What follows belongs to an exercise in optimizing a design on an open flow for small area, a short achievable clock period and few clock cycles; a production flow would make more cautious choices.
RTL that was checked went through simulation tests only; none was proved equivalent to the original.
The flow treats the clock pin as an ideal source. Dropping or thinning the clock tree relies on that and would not hold on a real chip.
Power figures rest on the tool's default switching activity, not on a simulated workload.

// wr_interconnect
module wr_interconnect #
(
    parameter DATA_WIDTH = 8,
    parameter ADDR_WIDTH = 16
)
(
	input         			clk,
	input         			rst_n,
	input  [ADDR_WIDTH-1:0] m0_awaddr,
	input         			m0_awvalid,
	output        			m0_awready,
	input  [DATA_WIDTH-1:0] m0_wdata,
	input         			m0_wvalid,
	output        			m0_wready,
	input  [ADDR_WIDTH-1:0] m1_awaddr,
	input         			m1_awvalid,
	output        			m1_awready,
	input  [DATA_WIDTH-1:0] m1_wdata,
	input         			m1_wvalid,
	output        			m1_wready,
	output [ADDR_WIDTH-1:0] mem_awaddr,
	output        			mem_awvalid,
	input         			mem_awready,
	output [DATA_WIDTH-1:0] mem_wdata,
	output        			mem_wvalid,
	input         			mem_wready
);
fifo #(.DATA_WIDTH(ADDR_WIDTH)) AWFIFO (.clk(clk), .rst_n(rst_n),
	.m0_data(m0_awaddr), .m0_valid(m0_awvalid), .m0_ready(m0_awready),
	.m1_data(m1_awaddr), .m1_valid(m1_awvalid), .m1_ready(m1_awready),
	.odata(mem_awaddr), .ovalid(mem_awvalid), .oready(mem_awready));
fifo #(.DATA_WIDTH(DATA_WIDTH)) WFIFO (.clk(clk), .rst_n(rst_n),
	.m0_data(m0_wdata), .m0_valid(m0_wvalid), .m0_ready(m0_wready),
	.m1_data(m1_wdata), .m1_valid(m1_wvalid), .m1_ready(m1_wready),
	.odata(mem_wdata), .ovalid(mem_wvalid), .oready(mem_wready));
endmodule
export LEC_CHECK = 0
export CAP_MARGIN = 20
export CORE_MARGIN = 2
export CORE_UTILIZATION = 40
export SETUP_SLACK_MARGIN = 3.0
export SLEW_MARGIN = 20
create_clock -name core_clock -period 5.0 [get_ports {clk}]
run.sh (not shown) runs the stock make flow with config.mk's settings and CLKGATE_MAP_FILE= SYNTH_SCRIPT=/design/flow/synth_recipe.tcl, a recipe that flattens the netlist after the stock synthesis.
Testbench counts at the start, summed over its fixed seeds: cycles 1,032.
Then changed:
SETUP_SLACK_MARGIN = unset   (was 3.0)
Core utilization stays flat.
Count of clock-buffer cells in the layout came out higher by 5.
Synthesized area stays the same.

* * *

Another version of the RTL of wr_interconnect (not shown whole).
For scale: ~220 flip-flops, ~86 I/O pins.
clock: 5.0 ns
lec_check: 0
cap_margin: 20
core_margin: 2
core_utilization: 40
cts_buf_list: sky130_fd_sc_hd__clkbuf_4 sky130_fd_sc_hd__clkbuf_8 sky130_fd_sc_hd__clkbuf_16
cts_cluster_diameter: 100
cts_cluster_size: 30
setup_slack_margin: 3.0
slew_margin: 20
standard.sh (not shown) runs the stock make flow with config.mk's settings and CLKGATE_MAP_FILE= SYNTH_SCRIPT=/design/flow/synth_recipe.tcl, a recipe that flattens the netlist after the stock synthesis.
==> flow/flow/run.sh <==
#!/bin/bash
set -euo pipefail
bash standard.sh MATCH_CELL_FOOTPRINT=0 "BUFFER_PORTS_ARGS=-buffer_cell sky130_fd_sc_hd__buf_1" "CTS_ARGS=-sink_clustering_enable -repair_clock_nets -dont_use_dummy_load -sink_clustering_size 30 -sink_clustering_max_diameter 100 -buf_list sky130_fd_sc_hd__clkbuf_16" finish > flow_standard.log 2>&1
Testbench counts at the start, summed over its fixed seeds: cycles 1,032.
Rerun with:
==> flow/flow/run.sh (replaced) <==
#!/bin/bash
set -euo pipefail
here=$(pwd)
bash standard.sh MATCH_CELL_FOOTPRINT=0 "BUFFER_PORTS_ARGS=-buffer_cell sky130_fd_sc_hd__buf_1" "CTS_ARGS=-sink_clustering_enable -repair_clock_nets -dont_use_dummy_load -sink_clustering_size 30 -sink_clustering_max_diameter 100 -buf_list sky130_fd_sc_hd__clkbuf_16" "POST_CTS_TCL=$here/flow/post_cts.tcl" finish > flow_standard.log 2>&1
==> flow/flow/post_cts.tcl (new file) <==
# Drop the H-tree's middle level: the root buffer then drives the leaf
# buffers directly, two buffers from the clock port to every register.
set mid {}
foreach inst [[ord::get_db_block] getInsts] {
  if {[regexp {^clkbuf_[1-9][0-9]*_[0-9]+__f_} [$inst getName]]} { lappend mid [$inst getName] }
}
puts "post_cts: removing [llength $mid] middle clock buffers: $mid"
if {[llength $mid]} {
  remove_buffers {*}$mid
  detailed_placement
  estimate_parasitics -placement
  report_clock_latency
}
Settings changed: SETUP_SLACK_MARGIN 3.0 to 3.2.
Utilization increases by 0.70 points.
Clock skew is about the same.
Total power grows slightly.
Hold slack is better by 0.033 ns.
Rerun with:
==> flow/flow/run.sh (replaced) <==
#!/bin/bash
set -euo pipefail
bash standard.sh MATCH_CELL_FOOTPRINT=0 "BUFFER_PORTS_ARGS=-buffer_cell sky130_fd_sc_hd__buf_1" "CTS_ARGS=-sink_clustering_enable -repair_clock_nets -dont_use_dummy_load -sink_clustering_size 30 -sink_clustering_max_diameter 100 -buf_list sky130_fd_sc_hd__clkbuf_16" finish > flow_standard.log 2>&1
Settings changed: SETUP_SLACK_MARGIN 3.2 to 3.3.
removed: flow/flow/post_cts.tcl
=> The new run produced a clean layout; synthesized cell count does not change; worst setup slack got worse by 0.038 ns; die area is unchanged; synthesized area is unchanged; clock-buffer cell count grows by 2; via count is higher by a few percent.

* * *

Another version of the RTL of wr_interconnect (not shown whole).
Size in the first run: about 390 cells after synthesis, about 220 flip-flops, about 86 I/O pins.
export LEC_CHECK = 0
export CAP_MARGIN = 20
export CORE_MARGIN = 2
export CORE_UTILIZATION = 40
export CTS_BUF_LIST = sky130_fd_sc_hd__clkbuf_8 sky130_fd_sc_hd__clkbuf_16
export CTS_CLUSTER_DIAMETER = 80
export CTS_CLUSTER_SIZE = 24
export SETUP_SLACK_MARGIN = 3.0
export SLEW_MARGIN = 20
create_clock -name core_clock -period 5.0 [get_ports {clk}]
run.sh (not shown) runs the stock make flow with config.mk's settings and CLKGATE_MAP_FILE= SYNTH_SCRIPT=/design/flow/synth_recipe.tcl, a recipe that flattens the netlist after the stock synthesis.
Stock flow here: none of the scripts above is used.
The starting point finished clean.
Rerun with:
==> flow/flow/run.sh (new file) <==
#!/bin/bash
# The standard ORFS layout (the standard.sh) with a few knobs the flow
# settings do not reach:
#  - port buffers are plain buffers instead of the delay cell buffer_ports picks;
#  - repair may swap a cell for one of another footprint;
#  - CTS uses larger sink clusters and no dummy loads.
set -euo pipefail
bash standard.sh \
  MATCH_CELL_FOOTPRINT=0 \
  "BUFFER_PORTS_ARGS=-buffer_cell sky130_fd_sc_hd__buf_2" \
  finish > flow_standard.log 2>&1
==> flow/standard.sh (new file) <==
#!/bin/bash
# synth_recipe.tcl (not shown) runs the flow's synth.tcl, then flattens the netlist and writes it again
# the make line also repeats each setting of config.mk as NAME=value (left out here)
make -C /OpenROAD-flow-scripts/flow DESIGN_CONFIG=/design/flow/config.mk WORK_HOME=/design/flow/orfs CLKGATE_MAP_FILE= SYNTH_SCRIPT=/design/flow/synth_recipe.tcl "${@:-finish}"
Settings changed: CTS_BUF_LIST sky130_fd_sc_hd__clkbuf_8 sky130_fd_sc_hd__clkbuf_16 to sky130_fd_sc_hd__clkbuf_4 sky130_fd_sc_hd__clkbuf_8 sky130_fd_sc_hd__clkbuf_16, CTS_CLUSTER_DIAMETER 80 to 100, CTS_CLUSTER_SIZE 24 to 30.
removed: flow/run.sh
The new run completed without violations.
Synthesized area is unchanged.
Combinational power came out lower by a few percent.
Die area does not change.
Via count decreases slightly.
Total power shrinks by a few percent.
Synthesized cell count is unchanged.
First-iteration DRC count went up by a quarter to a third.
Hold slack gets better by 0.0086 ns.
Sequential power stays flat.
Worst setup slack is better by 0.0096 ns.
Rerun with:
==> flow/run.sh (new file) <==
#!/bin/bash
# synth_recipe.tcl (not shown) runs the flow's synth.tcl, then flattens the netlist and writes it again
# the make line also repeats each setting of config.mk as NAME=value (left out here)
make -C /OpenROAD-flow-scripts/flow DESIGN_CONFIG=/design/flow/config.mk WORK_HOME=/design/flow/orfs CLKGATE_MAP_FILE= SYNTH_SCRIPT=/design/flow/synth_recipe.tcl finish
removed: flow/flow/run.sh
removed: flow/standard.sh
Result: Flip-flop and latch count is unchanged. Via count climbs slightly. Die area stays the same. Final area came out higher by a few percent. Critical path depth does not change. Utilization increases by 2.0 points. Setup slack hardly moves. Wire length rises by a few percent.
No functional check of the RTL was part of any run of this note.

* * *

RTL: one of the versions met above, not the one the previous note started from.
Size in the first run: roughly 390 cells after synthesis, ~220 flip-flops, roughly 86 I/O pins.
==> flow/config.mk <==
export PLATFORM = sky130hd
export DESIGN_NAME = wr_interconnect
export DESIGN_NICKNAME = wr_interconnect
export VERILOG_FILES = /design/flow/design.v
export SDC_FILE = /design/flow/constraint.sdc
export NUM_CORES = 4
export LEC_CHECK = 0
export CAP_MARGIN = 20
export CORE_MARGIN = 2
export CORE_UTILIZATION = 40
export CTS_BUF_LIST = sky130_fd_sc_hd__clkbuf_4 sky130_fd_sc_hd__clkbuf_8 sky130_fd_sc_hd__clkbuf_16
export CTS_CLUSTER_DIAMETER = 100
export CTS_CLUSTER_SIZE = 30
export SETUP_SLACK_MARGIN = 3.0
export SLEW_MARGIN = 20
==> flow/constraint.sdc <==
create_clock -name core_clock -period 5.0 [get_ports {clk}]
set_input_delay 1.0000 -clock core_clock [delete_from_list [all_inputs] [get_ports {clk}]]
set_output_delay 1.0000 -clock core_clock [all_outputs]
set_load 0.01 [all_outputs]
standard.sh (not shown) runs the stock make flow with config.mk's settings and CLKGATE_MAP_FILE= SYNTH_SCRIPT=/design/flow/synth_recipe.tcl, a recipe that flattens the netlist after the stock synthesis.
==> flow/flow/run.sh <==
#!/bin/bash
set -euo pipefail
here=$(pwd)
bash standard.sh MATCH_CELL_FOOTPRINT=0 "BUFFER_PORTS_ARGS=-buffer_cell sky130_fd_sc_hd__buf_1" "CTS_ARGS=-sink_clustering_enable -repair_clock_nets -dont_use_dummy_load -sink_clustering_size 30 -sink_clustering_max_diameter 100 -buf_list sky130_fd_sc_hd__clkbuf_16" "POST_CTS_TCL=$here/flow/post_cts.tcl" finish > flow_standard.log 2>&1
==> flow/flow/post_cts.tcl <==
# Drop the H-tree's middle level: the root buffer then drives the leaf
# buffers directly, two buffers from the clock port to every register.
set mid {}
foreach inst [[ord::get_db_block] getInsts] {
  if {[regexp {^clkbuf_[1-9][0-9]*_[0-9]+__f_} [$inst getName]]} { lappend mid [$inst getName] }
}
puts "post_cts: removing [llength $mid] middle clock buffers: $mid"
if {[llength $mid]} {
  remove_buffers {*}$mid
  detailed_placement
  estimate_parasitics -placement
  report_clock_latency
}
The first run passed the timing, design-rule and antenna checks.
Testbench counts at the start, summed over its fixed seeds: cycles 1,032.
Rerun with:
==> flow/flow/run.sh (replaced) <==
#!/bin/bash
set -euo pipefail
bash standard.sh MATCH_CELL_FOOTPRINT=0 "BUFFER_PORTS_ARGS=-buffer_cell sky130_fd_sc_hd__buf_1" "CTS_ARGS=-sink_clustering_enable -repair_clock_nets -dont_use_dummy_load -sink_clustering_size 20 -sink_clustering_max_diameter 80 -buf_list sky130_fd_sc_hd__clkbuf_8" finish > flow_standard.log 2>&1
removed: flow/flow/post_cts.tcl
After rerunning:
- The changed run completed without violations
- sequential power hardly moves
- sequential share of layout area decreases by 0.29 points
- first-iteration DRC count decreases by 19%
- maximum frequency decreases by 5.1%
- via count increases by 1.2%
- power barely changes
Rerun with:
==> flow/flow/run.sh (replaced) <==
#!/bin/bash
set -euo pipefail
here=$(pwd)
bash standard.sh MATCH_CELL_FOOTPRINT=0 "BUFFER_PORTS_ARGS=-buffer_cell sky130_fd_sc_hd__buf_1" "CTS_ARGS=-sink_clustering_enable -repair_clock_nets -dont_use_dummy_load -sink_clustering_size 30 -sink_clustering_max_diameter 100 -buf_list sky130_fd_sc_hd__clkbuf_16" "POST_CTS_TCL=$here/flow/post_cts.tcl" finish > flow_standard.log 2>&1
==> flow/flow/post_cts.tcl (new file) <==
# Drop the H-tree's middle level: the root buffer then drives the leaf
# buffers directly, two buffers from the clock port to every register.
set mid {}
foreach inst [[ord::get_db_block] getInsts] {
  if {[regexp {^clkbuf_[1-9][0-9]*_[0-9]+__f_} [$inst getName]]} { lappend mid [$inst getName] }
}
puts "post_cts: removing [llength $mid] middle clock buffers: $mid"
if {[llength $mid]} {
  remove_buffers {*}$mid
  detailed_placement
  estimate_parasitics -placement
  report_clock_latency
}
- SETUP_SLACK_MARGIN: 3.0 -> 3.1
Outcome: Design area increases by 0.97%. Routed wire length stays flat. Worst setup slack is better by 0.077 ns. Global-route usage increases by 0.20 points. Utilization increases by 0.44 points. Non-clock buffer count increases by 2. Flip-flop and latch count is unchanged.
Rerun with:
==> flow/flow/run.sh (replaced) <==
#!/bin/bash
set -euo pipefail
bash standard.sh MATCH_CELL_FOOTPRINT=0 "BUFFER_PORTS_ARGS=-buffer_cell sky130_fd_sc_hd__buf_2" "CTS_ARGS=-sink_clustering_enable -repair_clock_nets -dont_use_dummy_load -sink_clustering_size 30 -sink_clustering_max_diameter 100 -buf_list sky130_fd_sc_hd__clkbuf_16" finish > flow_standard.log 2>&1
- SETUP_SLACK_MARGIN: 3.1 -> 3.0
removed: flow/flow/post_cts.tcl
=>
- The changed run ran to the end with no violations
- die area stays the same
- worst hold slack is worse by 0.018 ns
- cell area climbs by 0.55%
- total power rises by 1.3%
- maximum frequency decreases by 1.9%
- global-route usage came out lower by 0.54 points
- area after synthesis does not change
- worst setup slack is worse by 0.039 ns
- clock skew climbs by 0.0064 ns
- final cell count hardly moves
Rerun with:
==> flow/flow/run.sh (replaced) <==
#!/bin/bash
set -euo pipefail
bash standard.sh MATCH_CELL_FOOTPRINT=0 "BUFFER_PORTS_ARGS=-buffer_cell sky130_fd_sc_hd__buf_1" "CTS_ARGS=-sink_clustering_enable -repair_clock_nets -dont_use_dummy_load -sink_clustering_size 30 -sink_clustering_max_diameter 100 -buf_list sky130_fd_sc_hd__clkbuf_16" finish > flow_standard.log 2>&1
- CORE_UTILIZATION: 40 -> 65
- PLACE_DENSITY: default -> 0.75
=> Clock skew rose by 0.0042 ns. Die area shrinks by 38%. Clock-buffer cell count is unchanged. Clock power is lower by about 2%. Setup slack is worse by 0.0098 ns.
Rerun with:
==> flow/flow/run.sh (replaced) <==
#!/bin/bash
set -euo pipefail
here=$(pwd)
bash standard.sh MATCH_CELL_FOOTPRINT=0 "BUFFER_PORTS_ARGS=-buffer_cell sky130_fd_sc_hd__buf_1" "CTS_ARGS=-sink_clustering_enable -repair_clock_nets -dont_use_dummy_load -sink_clustering_size 30 -sink_clustering_max_diameter 100 -buf_list sky130_fd_sc_hd__clkbuf_16" "POST_CTS_TCL=$here/flow/post_cts.tcl" finish > flow_standard.log 2>&1
==> flow/flow/post_cts.tcl (new file) <==
# Drop the H-tree's middle level: the root buffer then drives the leaf
# buffers directly, two buffers from the clock port to every register.
set mid {}
foreach inst [[ord::get_db_block] getInsts] {
  if {[regexp {^clkbuf_[1-9][0-9]*_[0-9]+__f_} [$inst getName]]} { lappend mid [$inst getName] }
}
puts "post_cts: removing [llength $mid] middle clock buffers: $mid"
if {[llength $mid]} {
  remove_buffers {*}$mid
  detailed_placement
  estimate_parasitics -placement
  report_clock_latency
}
- CORE_UTILIZATION: 65 -> 40
- GPL_TIMING_DRIVEN: default -> 1
- PLACE_DENSITY: 0.75 -> default
Effect:
- The new run ran to the end with no violations
- combinational power hardly moves
- via count fell by about 0.9%
- power fell by about 1.6%

* * *

Setup of P:
Another version of the RTL of wr_interconnect (not shown whole).
Size in the first run: ~390 cells after synthesis, about 220 flip-flops, ~86 I/O pins, ~7800 sq um of cells after synthesis.
clock: 5.0 ns
lec_check: 0
cap_margin: 20
core_margin: 2
core_utilization: 40
cts_buf_list: sky130_fd_sc_hd__clkbuf_4 sky130_fd_sc_hd__clkbuf_8 sky130_fd_sc_hd__clkbuf_16
cts_cluster_diameter: 100
cts_cluster_size: 30
setup_slack_margin: 3.0
slew_margin: 20
==> flow/flow/run.sh <==
#!/bin/bash
# The standard ORFS layout (the standard.sh) with a few knobs the flow
# settings do not reach:
#  - port buffers are plain buffers instead of the delay cell buffer_ports picks;
#  - repair may swap a cell for one of another footprint;
#  - CTS uses larger sink clusters and no dummy loads.
set -euo pipefail
bash standard.sh \
  MATCH_CELL_FOOTPRINT=0 \
  "BUFFER_PORTS_ARGS=-buffer_cell sky130_fd_sc_hd__buf_2" \
  finish > flow_standard.log 2>&1
What Q does differently from P at the input level:
==> flow/flow/run.sh <==
#!/bin/bash
set -euo pipefail
bash standard.sh MATCH_CELL_FOOTPRINT=0 "BUFFER_PORTS_ARGS=-buffer_cell sky130_fd_sc_hd__buf_2" "CTS_ARGS=-sink_clustering_enable -repair_clock_nets -dont_use_dummy_load -sink_clustering_size 30 -sink_clustering_max_diameter 100 -buf_list sky130_fd_sc_hd__clkbuf_16" finish > flow_standard.log 2>&1
--- outcome ---
Status | Q and P | clean. For register clock-pin slew on the reported worst setup and hold paths, P and Q come out practically identical. Looking at Q and P, the proportion of total power due to net switching is a wash. Status: sequential power parity (Q, P). Global-route wire length before repair across Q and P: no real change. Against P, worst slew margin relative to its limit in Q came out worse. Relative area change from synthesis to final layout: Q vs P down 0.84 points. Summary of Q over P: largest vdd supply drop did not really move, clock tree buffer depth shows no meaningful change, final cell count down 0.92%. Time the worst path needs with I/O delays and setup down 0.0031 ns in Q wrt P. Higher met1 wire length was reported by Q, not P.
No functional check of the RTL was part of any run of this note.

[afterwards: timing with drivers on the ports]
No port has a modelled driver above. Below, the same layouts with a new extraction and two added sets of constraints. Step 1: set_driving_cell puts a clkbuf_16 on clk and a buf_2 on each other input, an assumption about the parent block. Step 2 adds t to the input delays and takes it off the output delays; t is the mean of the earliest and latest rising clock arrival at the registers after step 1. Input paths then give back, and output paths get back, about the clock's delay inside the block. Slacks: no drivers / after step 1 / after step 2; pairs: no drivers / after step 1.
run	t (ns)	setup slack, ns	worst register clock-pin slew, ns
the first run of note 1	0.540	2.871 / 2.827 / 2.521	0.07 / 0.07
the second run of note 1	0.541	2.292 / 2.292 / 1.868	0.06 / 0.06
the first run of note 2	0.481	2.963 / 2.924 / 2.701	0.11 / 0.11
the second run of note 2	0.414	3.007 / 2.965 / 2.907	0.11 / 0.11
the third run of note 2	0.487	2.969 / 2.929 / 2.891	0.11 / 0.11
the first run of note 3	0.502	2.827 / 2.789 / 2.635	0.10 / 0.10
the second run of note 3	0.485	2.837 / 2.799 / 2.809	0.11 / 0.11
the third run of note 3	0.496	2.837 / 2.799 / 2.658	0.11 / 0.11
the first run of note 4	0.405	3.041 / 3.003 / 2.700	0.11 / 0.11
the second run of note 4	0.498	2.936 / 2.900 / 2.693	0.12 / 0.12
the third run of note 4	0.407	3.013 / 2.976 / 2.802	0.11 / 0.11
the fourth run of note 4	0.478	2.974 / 2.937 / 2.805	0.11 / 0.11
the fifth run of note 4	0.477	2.964 / 2.927 / 2.742	0.11 / 0.11
the sixth run of note 4	0.405	3.041 / 3.003 / 2.700	0.11 / 0.11
P	0.492	2.931 / 2.892 / 2.711	0.11 / 0.11
Q	0.479	2.934 / 2.896 / 2.712	0.11 / 0.11
After both steps setup and hold are still met in every run listed. For the second run of note 1, which loses most, drivers alone change the setup slack by 0.000 ns; drivers and shift together by -0.424 ns.
